Background: an optimization exercise with open tools, aiming at small area. Do not read the settings as production practice. The RTL was checked by simulation tests, not by an equivalence proof against the original design. Power and IR drop assume default switching activity.

Setup of raven:
==> flow/design.v (excerpt) <==
module PIEZO_reality_and_damedame(RESETN, CLK_1MHZ, A, T, SONG);
clock: 10.0 ns
lec_check: 0
abc_area: 1
cap_margin: 20
core_margin: 2
core_utilization: 40
slew_margin: 20
standard.sh (not shown) runs the stock make flow with config.mk's settings and CLKGATE_MAP_FILE= SYNTH_SCRIPT=/design/flow/synth_recipe.tcl, a recipe that flattens the netlist after the stock synthesis.
==> flow/flow/run.sh <==
#!/bin/bash
# The standard layout (standard.sh) with two synthesis changes, both in the
# combinational mapping only (registers are mapped before either step, so they
# are the standard synthesis's registers, same names and cell types):
#  - ABC maps with an area-oriented script (flow/abc_area.script) in place of
#    ORFS's delay-oriented one;
#  - Yosys's half/full-adder extraction (extract_fa) is skipped, so ABC sees
#    the adder logic as plain gates.
# and one layout change: clock tree synthesis runs with the arguments in
# flow/cts_args.txt (no dummy loads on the clock tree's leaves).
# Every other step is ORFS's own, run through standard.sh's make command.
set -euo pipefail
HERE=$(pwd)
rm -rf "$HERE/scripts_custom"
cp -r "$FLOW_HOME/scripts" "$HERE/scripts_custom"
cp "$HERE/flow/abc_area.script" "$HERE/scripts_custom/abc_area.script"
awk '/# extract the full adders/ {skip=1} /dont_use_after_adder_step/ {skip=0} !skip' \
  "$FLOW_HOME/scripts/synth.tcl" > "$HERE/scripts_custom/synth.tcl"
! grep -q extract_fa "$HERE/scripts_custom/synth.tcl"
CTS_ARGS=$(cat "$HERE/flow/cts_args.txt")
sed "s|make -C \([^ ]*\) |make -C \1 SCRIPTS_DIR=$HERE/scripts_custom ABC_AREA=1 CTS_ARGS='$CTS_ARGS' |" standard.sh > custom.sh
grep -q "SCRIPTS_DIR=$HERE/scripts_custom" custom.sh
bash custom.sh synth > synth.log 2>&1
bash custom.sh > layout.log 2>&1
test -s out/final.def
==> flow/flow/abc_area.script <==
strash
dc2
balance
rewrite
refactor
balance
rewrite
rewrite -z
balance
refactor -z
rewrite -z
balance
dch -f
amap
==> flow/flow/cts_args.txt <==
-sink_clustering_enable -repair_clock_nets -dont_use_dummy_load -sink_clustering_size 30 -sink_clustering_max_diameter 150 -buf_list sky130_fd_sc_hd__clkbuf_8
## Diff of input files: zinc against raven
- CTS_BUF_LIST now sky130_fd_sc_hd__clkbuf_8, previously not set
- CTS_CLUSTER_DIAMETER now 80, previously not set
- CTS_CLUSTER_SIZE now 20, previously not set
diff --git a/flow/flow/run.sh b/flow/flow/run.sh
--- a/flow/flow/run.sh
+++ b/flow/flow/run.sh
@@ -7,6 +7,4 @@
 #  - Yosys's half/full-adder extraction (extract_fa) is skipped, so ABC sees
 #    the adder logic as plain gates.
-# and one layout change: clock tree synthesis runs with the arguments in
-# flow/cts_args.txt (no dummy loads on the clock tree's leaves).
 # Every other step is ORFS's own, run through standard.sh's make command.
 set -euo pipefail
@@ -18,6 +16,5 @@
   "$FLOW_HOME/scripts/synth.tcl" > "$HERE/scripts_custom/synth.tcl"
 ! grep -q extract_fa "$HERE/scripts_custom/synth.tcl"
-CTS_ARGS=$(cat "$HERE/flow/cts_args.txt")
-sed "s|make -C \([^ ]*\) |make -C \1 SCRIPTS_DIR=$HERE/scripts_custom ABC_AREA=1 CTS_ARGS='$CTS_ARGS' |" standard.sh > custom.sh
+sed "s|make -C \([^ ]*\) |make -C \1 SCRIPTS_DIR=$HERE/scripts_custom ABC_AREA=1 |" standard.sh > custom.sh
 grep -q "SCRIPTS_DIR=$HERE/scripts_custom" custom.sh
 bash custom.sh synth > synth.log 2>&1
removed: flow/flow/cts_args.txt
==> comparison <==
Status: fmax parity (raven, zinc). Diff raven -> zinc: synthesis-to-layout area growth grew by 2.7 points, sequential share of layout area shrank by 0.99 points.
Input changes introduced in onyx (baseline for comparison: zinc):
- clearing CTS_CLUSTER_DIAMETER, which used to be 80
- clearing CTS_CLUSTER_SIZE, which used to be 20
- clearing CTS_BUF_LIST, which used to be sky130_fd_sc_hd__clkbuf_8
diff --git a/flow/flow/run.sh b/flow/flow/run.sh
--- a/flow/flow/run.sh
+++ b/flow/flow/run.sh
@@ -7,4 +7,6 @@
 #  - Yosys's half/full-adder extraction (extract_fa) is skipped, so ABC sees
 #    the adder logic as plain gates.
+# and one layout change: clock tree synthesis runs with the arguments in
+# flow/cts_args.txt (no dummy loads on the clock tree's leaves).
 # Every other step is ORFS's own, run through standard.sh's make command.
 set -euo pipefail
@@ -16,5 +18,6 @@
   "$FLOW_HOME/scripts/synth.tcl" > "$HERE/scripts_custom/synth.tcl"
 ! grep -q extract_fa "$HERE/scripts_custom/synth.tcl"
-sed "s|make -C \([^ ]*\) |make -C \1 SCRIPTS_DIR=$HERE/scripts_custom ABC_AREA=1 |" standard.sh > custom.sh
+CTS_ARGS=$(cat "$HERE/flow/cts_args.txt")
+sed "s|make -C \([^ ]*\) |make -C \1 SCRIPTS_DIR=$HERE/scripts_custom ABC_AREA=1 CTS_ARGS='$CTS_ARGS' |" standard.sh > custom.sh
 grep -q "SCRIPTS_DIR=$HERE/scripts_custom" custom.sh
 bash custom.sh synth > synth.log 2>&1
==> flow/flow/abc_area.script <==
strash
dc2
balance
rewrite
refactor
balance
rewrite
rewrite -z
balance
refactor -z
rewrite -z
balance
&get -n
&deepsyn -T 60
&put
balance
rewrite
refactor
balance
rewrite
rewrite -z
balance
refactor -z
rewrite -z
balance
dch -f
amap
==> flow/flow/cts_args.txt (new file) <==
-sink_clustering_enable -repair_clock_nets -dont_use_dummy_load
==> comparison <==
- The via count reported for onyx is lower than the one for zinc.
- Mean routed wirelength per cell (onyx over zinc): decrease, 0.45 um
- Cmp onyx vs zinc: cell count lower in onyx
- Diff zinc -> onyx: total power went down, count of clock tree sinks ~0 delta, sequential share of layout area +2.0 points, combinational power moved up.

==> what the ideal ports hide <==
The results above use ideal ports. As a check the final layouts listed here were re-extracted and re-timed, cells and wires unchanged. Step 1 sets driving cells, clkbuf_16 on the clock port and buf_2 on the other inputs (assumed; they add their load-dependent delay and slew). Step 2, shift: input delay + t, output delay - t, t = (earliest + latest rising clock arrival at the registers) / 2. This alone moves slack from input paths to output paths. Slacks: ideal / step 1 / step 2; pairs: ideal / step 1.
| run | t (ns) | slack for setup (ns) | worst hold slack (ns) | slew at the worst register clock pin (ns) | worst data-port slew with drivers (ns) |
|---|---|---|---|---|---|
| raven | 0.365 | 4.693 / 4.664 / 4.664 | 0.405 / 0.405 / 0.405 | 0.09 / 0.09 | 0.03 |
| zinc | 0.381 | 4.693 / 4.664 / 4.664 | 0.419 / 0.419 / 0.419 | 0.09 / 0.09 | 0.03 |
| onyx | 0.373 | 4.636 / 4.611 / 4.611 | 0.415 / 0.415 / 0.415 | 0.10 / 0.10 | 0.03 |
After both steps every run listed still meets setup and hold.
